This is an optimization exercise on Yosys and OpenROAD, whose aim is small area and a short achievable clock period, not a production implementation.
At most, simulation tests tie the RTL to the original design; equivalence was not proved.
No activity file was given, so power comes from the tool's default toggle rates.

==> inputs of trial 52 <==
==> flow/design.v <==
module ELM_log(
    input  [13:0] x0,
    output reg [3:0] k,
    output [6:0] w
    );
    wire [12:0] a = x0[12:0] ^ {13{x0[13]}};
    integer i;
    always @* begin
        k = 4'd0;
        for (i = 1; i < 13; i = i + 1)
            if (a[i]) k = i;
    end
    wire [18:0] ap = {2'b00, a, 4'b0000};
    assign w = (k[3:2] == 2'd0) ? ap[6:0] :
               (k[3:2] == 2'd1) ? ap[10:4] :
               (k[3:2] == 2'd2) ? ap[14:8] : ap[18:12];
endmodule
module ELM_frac(
    input  [6:0] w,
    input  [1:0] r,
    output [3:0] f
    );
    assign f = (r == 2'd0) ? w[3:0] :
               (r == 2'd1) ? w[4:1] :
               (r == 2'd2) ? w[5:2] : w[6:3];
endmodule
module ELM_add #(parameter N = 18) (
    input  [N-1:0] a,
    input  [N-1:0] b,
    input          cin,
    output [N-1:0] s
    );
    localparam L = 5;    
    wire [N:0] g0 = {a & b, cin};
    wire [N:0] p0 = {a ^ b, 1'b0};
    wire [N:0] g [0:L];
    wire [N:0] p [0:L];
    assign g[0] = g0;
    assign p[0] = p0;
    genvar l, i;
    generate
        for (l = 0; l < L; l = l + 1) begin : lvl
            for (i = 0; i <= N; i = i + 1) begin : bit_
                if ((i >> l) & 1) begin : op
                    localparam integer J = ((i >> l) << l) - 1;
                    assign g[l+1][i] = g[l][i] | (p[l][i] & g[l][J]);
                    assign p[l+1][i] = p[l][i] & p[l][J];
                end else begin : pass
                    assign g[l+1][i] = g[l][i];
                    assign p[l+1][i] = p[l][i];
                end
            end
        end
    endgenerate
    assign s = p0[N:1] ^ g[L][N-1:0];
endmodule
module ELM_csa(
    input  [17:0] a,
    input  [17:0] b,
    input  [17:0] c,
    input         cin,
    output [17:0] s,
    output [17:0] cy
    );
    assign s  = a ^ b ^ c;
    assign cy = {(a[16:0] & b[16:0]) | (a[16:0] & c[16:0]) | (b[16:0] & c[16:0]), cin};
endmodule
module ELM_back(
    input  [15:0] x,
    input  [15:0] y,
    input  [3:0]  kx,
    input  [6:0]  wx,
    input  [3:0]  ky,
    input  [6:0]  wy,
    output [31:0] p
    );
    wire [3:0] fx, fy;
    ELM_frac frx(.w(wx), .r(kx[1:0]), .f(fx));
    ELM_frac fry(.w(wy), .r(ky[1:0]), .f(fy));
    wire s  = x[13] ^ y[13];
    wire nz = (x[13] | (|x[7:0])) & (y[13] | (|y[7:0]));
    wire sn = s & nz;    
    wire [4:0] fs = fx + fy;
    wire [4:0] ks = kx + ky;
    wire [5:0] m  = fs[4] ? {1'b1, fs[3:0], 1'b0} : {2'b01, fs[3:0]};
    wire [3:0] d0;
    wire [6:0] d1;
    genvar j, i;
    generate
        for (i = 0; i < 4; i = i + 1) begin : dec0
            assign d0[i] = (ks[1:0] == i);
        end
        for (i = 0; i < 7; i = i + 1) begin : dec1
            if (i < 6) assign d1[i] = nz & (ks[4:2] == i);
            else       assign d1[i] = nz & ks[4] & ks[3];
        end
    endgenerate
    wire [8:0] m1;       
    generate
        for (j = 0; j < 9; j = j + 1) begin : sh0
            wire [3:0] t;
            for (i = 0; i < 4; i = i + 1) begin : b
                if (j - i >= 0 && j - i <= 5)
                    assign t[i] = d0[i] & m[j - i];
                else
                    assign t[i] = 1'b0;
            end
            assign m1[j] = |t;
        end
    endgenerate
    wire [27:0] pabs;    
    assign pabs[27:26] = 2'b00;
    generate
        for (j = 0; j < 26; j = j + 1) begin : sh1
            wire [6:0] t;
            for (i = 0; i < 7; i = i + 1) begin : b
                if (j + 4 - 4*i >= 0 && j + 4 - 4*i <= (i == 6 ? 5 : 8))
                    assign t[i] = d1[i] & m1[j + 4 - 4*i];
                else
                    assign t[i] = 1'b0;
            end
            assign pabs[j] = |t;
        end
    endgenerate
    wire x_one = x[14] ^ x[13];
    wire x_two = (x[15] ^ x[14]) & ~x_one;
    wire y_one = y[14] ^ y[13];
    wire y_two = (y[15] ^ y[14]) & ~y_one;
    wire sf1 = x[15] & (x_one | x_two);
    wire sf0 = y[15] & (y_one | y_two);
    wire [16:0] ye = {y[15], y};
    wire [14:0] xe = {x[13], x[13:0]};
    wire [16:0] pp2 = ({17{x_one}} & ye | {17{x_two}} & {ye[15:0], 1'b0}) ^ {17{sf1}};
    wire [14:0] pp1 = ({15{y_one}} & xe | {15{y_two}} & {xe[13:0], 1'b0}) ^ {15{sf0}};
    wire [13:0] al = pabs[13:0] ^ {14{sn}};
    wire [13:0] z;       
    generate
        for (i = 0; i < 14; i = i + 1) begin : zlo
            if (i == 0) assign z[i] = 1'b1;
            else        assign z[i] = ~|al[i-1:0];
        end
    endgenerate
    assign p[13:0] = al ^ ({14{sf0}} & z);
    wire cin = sf0 & (sn | (|pabs[13:0]));
    wire [17:0] cs, cc;
    ELM_csa hi_csa(.a({{4{sn}}, pabs[27:14] ^ {14{sn}}}), .b({pp2[16], pp2}), .c({{3{pp1[14]}}, pp1}),
                   .cin(sf1), .s(cs), .cy(cc));
    ELM_add #(.N(18)) hi_add(.a(cs), .b(cc), .cin(cin), .s(p[31:14]));
endmodule
module ELM_Mitchw5(
    input  [15:0] x,
    input  [15:0] y,
    output [31:0] p
    );
    wire [3:0] kx, ky;
    wire [6:0] wx, wy;
    ELM_log  lx(.x0(x[13:0]), .k(kx), .w(wx));
    ELM_log  ly(.x0(y[13:0]), .k(ky), .w(wy));
    ELM_back b(.x(x), .y(y), .kx(kx), .wx(wx), .ky(ky), .wy(wy), .p(p));
endmodule
module mult_top(
    input clk,
    input  [15:0] x,
    input  [15:0] y,
    output reg [31:0] p_out
    );
    wire [3:0] kx_d, ky_d;
    wire [6:0] wx_d, wy_d;
    reg  [15:0] X_vec, Y_vec;
    reg  [3:0]  KX_vec, KY_vec;
    reg  [6:0]  WX_vec, WY_vec;
    ELM_log log_x(.x0(x[13:0]), .k(kx_d), .w(wx_d));
    ELM_log log_y(.x0(y[13:0]), .k(ky_d), .w(wy_d));
    wire [31:0] P_vec;
    ELM_back back(.x(X_vec), .y(Y_vec), .kx(KX_vec), .wx(WX_vec), .ky(KY_vec), .wy(WY_vec), .p(P_vec));
    always @(posedge clk)
    begin
        X_vec  <= x;
        Y_vec  <= y;
        KX_vec <= kx_d;
        WX_vec <= wx_d;
        KY_vec <= ky_d;
        WY_vec <= wy_d;
        p_out  <= P_vec;
    end
endmodule
==> flow/flow/run.sh <==
#!/bin/bash
# Standard layout with these changes:
# - synthesis keeps the module hierarchy until mapping and extracts full/half
#   adder cells only in the carry-save adder (ELM_csa); the other adders are
#   left as plain gates for abc (the standard flow's synthesis script otherwise);
# - timing repair aims at a tighter setup slack than the design's settings;
# - the port buffers are plain buf_1 cells rather than delay buffers.
set -euo pipefail
here=$(pwd)
export SYNTH_HIERARCHICAL=1
export SETUP_SLACK_MARGIN=6.0
export BUFFER_PORTS_ARGS="-buffer_cell sky130_fd_sc_hd__buf_1"
sed "s#SYNTH_SCRIPT=[^ ]*#SYNTH_SCRIPT=$here/flow/synth_fa.tcl#" standard.sh > standard_fa.sh
bash standard_fa.sh synth > synth_flow.log 2>&1
bash standard.sh > standard_flow.log 2>&1
==> flow/flow/synth_fa.tcl <==
# The standard flow's synthesis script (synth_recipe.tcl) with one change: full/half adder
# cells are extracted only in the carry-save adder module ELM_csa; every other
# adder is left as plain gates for abc.
proc synth {args} { yosys synth -nofsm -noshare {*}$args }
proc extract_fa {args} { yosys extract_fa {*}$args ELM_csa }
source $::env(SCRIPTS_DIR)/synth.tcl
# left out here: clear keep_hierarchy, flatten, clean up, hide names made inside functions, write 1_2_yosys.v
==> flow/standard.sh <==
#!/bin/bash
# synth_recipe.tcl (not shown) runs the flow's synth.tcl, then flattens the netlist and writes it again
# the make line also repeats each setting of config.mk as NAME=value (left out here)
make -C /OpenROAD-flow-scripts/flow DESIGN_CONFIG=/design/flow/config.mk WORK_HOME=/design/flow/orfs CLKGATE_MAP_FILE= SYNTH_SCRIPT=/design/flow/synth_recipe.tcl "${@:-finish}"
==> flow/config.mk <==
export PLATFORM = sky130hd
export DESIGN_NAME = mult_top
export DESIGN_NICKNAME = mult_top
export VERILOG_FILES = /design/flow/design.v
export SDC_FILE = /design/flow/constraint.sdc
export NUM_CORES = 4
export LEC_CHECK = 0
export ABC_AREA = 1
export CAP_MARGIN = 20
export CORE_MARGIN = 2
export CORE_UTILIZATION = 40
export CTS_BUF_LIST = sky130_fd_sc_hd__clkbuf_4 sky130_fd_sc_hd__clkbuf_8
export PLACE_DENSITY = 0.6
export SLEW_MARGIN = 20
==> flow/constraint.sdc <==
create_clock -name core_clock -period 10.0 [get_ports {clk}]
set_input_delay 2.0000 -clock core_clock [delete_from_list [all_inputs] [get_ports {clk}]]
set_output_delay 2.0000 -clock core_clock [all_outputs]
set_load 0.01 [all_outputs]
==> inputs of trial 63, as changes to trial 52 <==
--- a/flow/design.v
+++ b/flow/design.v
@@ -54,15 +54,4 @@
     endgenerate
     assign s = p0[N:1] ^ g[L][N-1:0];
-endmodule
-module ELM_csa(
-    input  [17:0] a,
-    input  [17:0] b,
-    input  [17:0] c,
-    input         cin,
-    output [17:0] s,
-    output [17:0] cy
-    );
-    assign s  = a ^ b ^ c;
-    assign cy = {(a[16:0] & b[16:0]) | (a[16:0] & c[16:0]) | (b[16:0] & c[16:0]), cin};
 endmodule
 module ELM_back(
@@ -143,7 +132,13 @@
     assign p[13:0] = al ^ ({14{sf0}} & z);
     wire cin = sf0 & (sn | (|pabs[13:0]));
-    wire [17:0] cs, cc;
-    ELM_csa hi_csa(.a({{4{sn}}, pabs[27:14] ^ {14{sn}}}), .b({pp2[16], pp2}), .c({{3{pp1[14]}}, pp1}),
-                   .cin(sf1), .s(cs), .cy(cc));
+    wire [17:0] hb = {pp2[16], pp2};
+    wire [17:0] hc = {{3{pp1[14]}}, pp1};
+    wire [17:0] ph = {4'b0000, pabs[27:14]};
+    wire [17:0] ex = hb ^ hc ^ {18{sn}};
+    wire [17:0] eo = sn ? (hb & hc) : (hb | hc);    
+    wire [17:0] ea = sn ? (hb | hc) : (hb & hc);    
+    wire [17:0] cs = ph ^ ex;
+    wire [17:0] cy = (ph & eo) | (~ph & ea);
+    wire [17:0] cc = {cy[16:0], sf1};
     ELM_add #(.N(18)) hi_add(.a(cs), .b(cc), .cin(cin), .s(p[31:14]));
 endmodule
==> flow/flow/run.sh (replaced) <==
#!/bin/bash
# Standard layout with these changes:
# - synthesis leaves the adders as plain gates (no full/half-adder cells) and
#   maps them with flow/abc_map.script (the standard flow's synthesis script otherwise);
# - timing repair aims at a tighter setup slack than the design's settings;
# - the port buffers are plain buf_1 cells rather than delay buffers.
set -euo pipefail
here=$(pwd)
export ADDER_MAP_FILE=
export SETUP_SLACK_MARGIN=6.0
export BUFFER_PORTS_ARGS="-buffer_cell sky130_fd_sc_hd__buf_1"
export FLOW_ABC_SCRIPT=$here/flow/abc_map.script
sed "s#SYNTH_SCRIPT=[^ ]*#SYNTH_SCRIPT=$here/flow/synth_abc.tcl#" standard.sh > standard_abc.sh
bash standard_abc.sh synth > synth_flow.log 2>&1
bash standard.sh > standard_flow.log 2>&1
==> flow/flow/abc_map.script (new file) <==
strash
dch
map -a
topo
stime -c
buffer -c
upsize -c
dnsize -c
==> flow/flow/synth_abc.tcl (new file) <==
# The standard flow's synthesis script (synth_recipe.tcl) with one change: the final abc
# mapping runs flow/abc_map.script instead of ORFS's abc script.
proc synth {args} { yosys synth -nofsm -noshare {*}$args }
proc abc {args} {
  set i [lsearch -exact $args -script]
  if { $i >= 0 } { lset args [expr { $i + 1 }] $::env(FLOW_ABC_SCRIPT) }
  yosys abc {*}$args
}
source $::env(SCRIPTS_DIR)/synth.tcl
# left out here: clear keep_hierarchy, flatten, clean up, hide names made inside functions, write 1_2_yosys.v
Settings changed: CTS_BUF_LIST sky130_fd_sc_hd__clkbuf_4 sky130_fd_sc_hd__clkbuf_8 to unset.
removed: flow/flow/synth_fa.tcl
==> inputs of trial 65, as changes to trial 52 <==
--- a/flow/design.v
+++ b/flow/design.v
@@ -54,15 +54,4 @@
     endgenerate
     assign s = p0[N:1] ^ g[L][N-1:0];
-endmodule
-module ELM_csa(
-    input  [17:0] a,
-    input  [17:0] b,
-    input  [17:0] c,
-    input         cin,
-    output [17:0] s,
-    output [17:0] cy
-    );
-    assign s  = a ^ b ^ c;
-    assign cy = {(a[16:0] & b[16:0]) | (a[16:0] & c[16:0]) | (b[16:0] & c[16:0]), cin};
 endmodule
 module ELM_back(
@@ -143,7 +132,13 @@
     assign p[13:0] = al ^ ({14{sf0}} & z);
     wire cin = sf0 & (sn | (|pabs[13:0]));
-    wire [17:0] cs, cc;
-    ELM_csa hi_csa(.a({{4{sn}}, pabs[27:14] ^ {14{sn}}}), .b({pp2[16], pp2}), .c({{3{pp1[14]}}, pp1}),
-                   .cin(sf1), .s(cs), .cy(cc));
+    wire [17:0] hb = {pp2[16], pp2};
+    wire [17:0] hc = {{3{pp1[14]}}, pp1};
+    wire [17:0] ph = {4'b0000, pabs[27:14]};
+    wire [17:0] ex = hb ^ hc ^ {18{sn}};
+    wire [17:0] eo = sn ? (hb & hc) : (hb | hc);    
+    wire [17:0] ea = sn ? (hb | hc) : (hb & hc);    
+    wire [17:0] cs = ph ^ ex;
+    wire [17:0] cy = (ph & eo) | (~ph & ea);
+    wire [17:0] cc = {cy[16:0], sf1};
     ELM_add #(.N(18)) hi_add(.a(cs), .b(cc), .cin(cin), .s(p[31:14]));
 endmodule
==> flow/flow/run.sh (replaced) <==
#!/bin/bash
# Standard layout with three changes: no full/half-adder cells in synthesis
# (the adders are left as plain gates for abc), timing repair aimed at a
# tighter setup slack than the design's own settings allow, and the port
# buffers are plain buf_1 cells rather than delay buffers.
set -euo pipefail
export ADDER_MAP_FILE=
export SETUP_SLACK_MARGIN=6.2
export BUFFER_PORTS_ARGS="-buffer_cell sky130_fd_sc_hd__buf_1"
bash standard.sh > standard_flow.log 2>&1
removed: flow/flow/synth_fa.tcl
==> comparison table <==
| metric | trial 63 | trial 65 | trial 52 |
|---|---|---|---|
| Result of the run | finished clean | finished clean | finished clean |
| Layout Utilization | 0.5341 | 0.4493 | 0.4775 |
| Number of stages on the worst hold path | 3 | 5 | 7 |
| Syn Std Cell Area | 6152 um^2 | 6937 um^2 | 6905 um^2 |
| FF/Latch Area | 1734 um^2 | 1734 um^2 | 1737 um^2 |
| Worst setup slack before clock tree synthesis | 5394 ps | 6013 ps | 5647 ps |
| Stage delay of the slowest cell on the critical path | 360 ps | 390 ps | 450 ps |
| Pwr Total | 0.002053 W | 0.001870 W | 0.002117 W |
| Total power density per cell area | 254.7 nW/um^2 | 243.1 nW/um^2 | 259.9 nW/um^2 |
| Routed length on met2 | 7.946 mm | 7.148 mm | 7.597 mm |
| Share of synthesized area occupied by flip-flops and latches | 0.2798 | 0.2482 | 0.2493 |
| Met3 track demand over resource | 0.03631 | 0.03853 | 0.04227 |
| Power attributed to sequential cells | 0.000438 W | 0.000450 W | 0.000445 W |
| Cell at the root of the clock tree | sky130_fd_sc_hd__clkbuf_16 | sky130_fd_sc_hd__clkbuf_8 | sky130_fd_sc_hd__clkbuf_8 |
| Post-route insts no fill | 1,248 | 1,375 | 1,306 |
| Initial DRC Count | 265 | 403 | 293 |
| Vias in the first global route | 5,392 | 5,668 | 5,429 |
| Number of placed instances with taps included | 1,153 | 1,353 | 1,276 |
| Proportion of cell area spent on the clock network | 0.03819 | 0.02473 | 0.02888 |
Only the layout flow was run in trial 52; the RTL was not checked for function there.

-- separate check: timing with driven ports --
The results above use ideal ports. As a check the final layouts listed here were re-extracted and re-timed, cells and wires unchanged. Step 1 sets driving cells, clkbuf_16 on the clock port and buf_2 on the other inputs (assumed; they add their load-dependent delay and slew). Step 2 adds t to the input delays and takes it off the output delays; t is the mean of the earliest and latest rising clock arrival at the registers after step 1. Input paths then give back, and output paths get back, about the clock's delay inside the block. Slacks: no drivers / after step 1 / after step 2; pairs: no drivers / after step 1.
run | t, ns | setup WS [ns] | latest minus earliest clock arrival (ns) | slew at the worst register clock pin (ns)
trial 52 | 0.426 | 6.083 / 6.083 / 6.083 | 0.010 / 0.010 | 0.10 / 0.10
trial 63 | 0.392 | 5.502 / 5.502 / 5.502 | 0.012 / 0.012 | 0.07 / 0.07
trial 65 | 0.417 | 6.534 / 6.534 / 6.254 | 0.011 / 0.011 | 0.10 / 0.10
After both steps every run listed still meets setup and hold. For trial 65, which loses most, drivers alone change the setup slack by 0.000 ns; drivers and shift together by -0.280 ns.
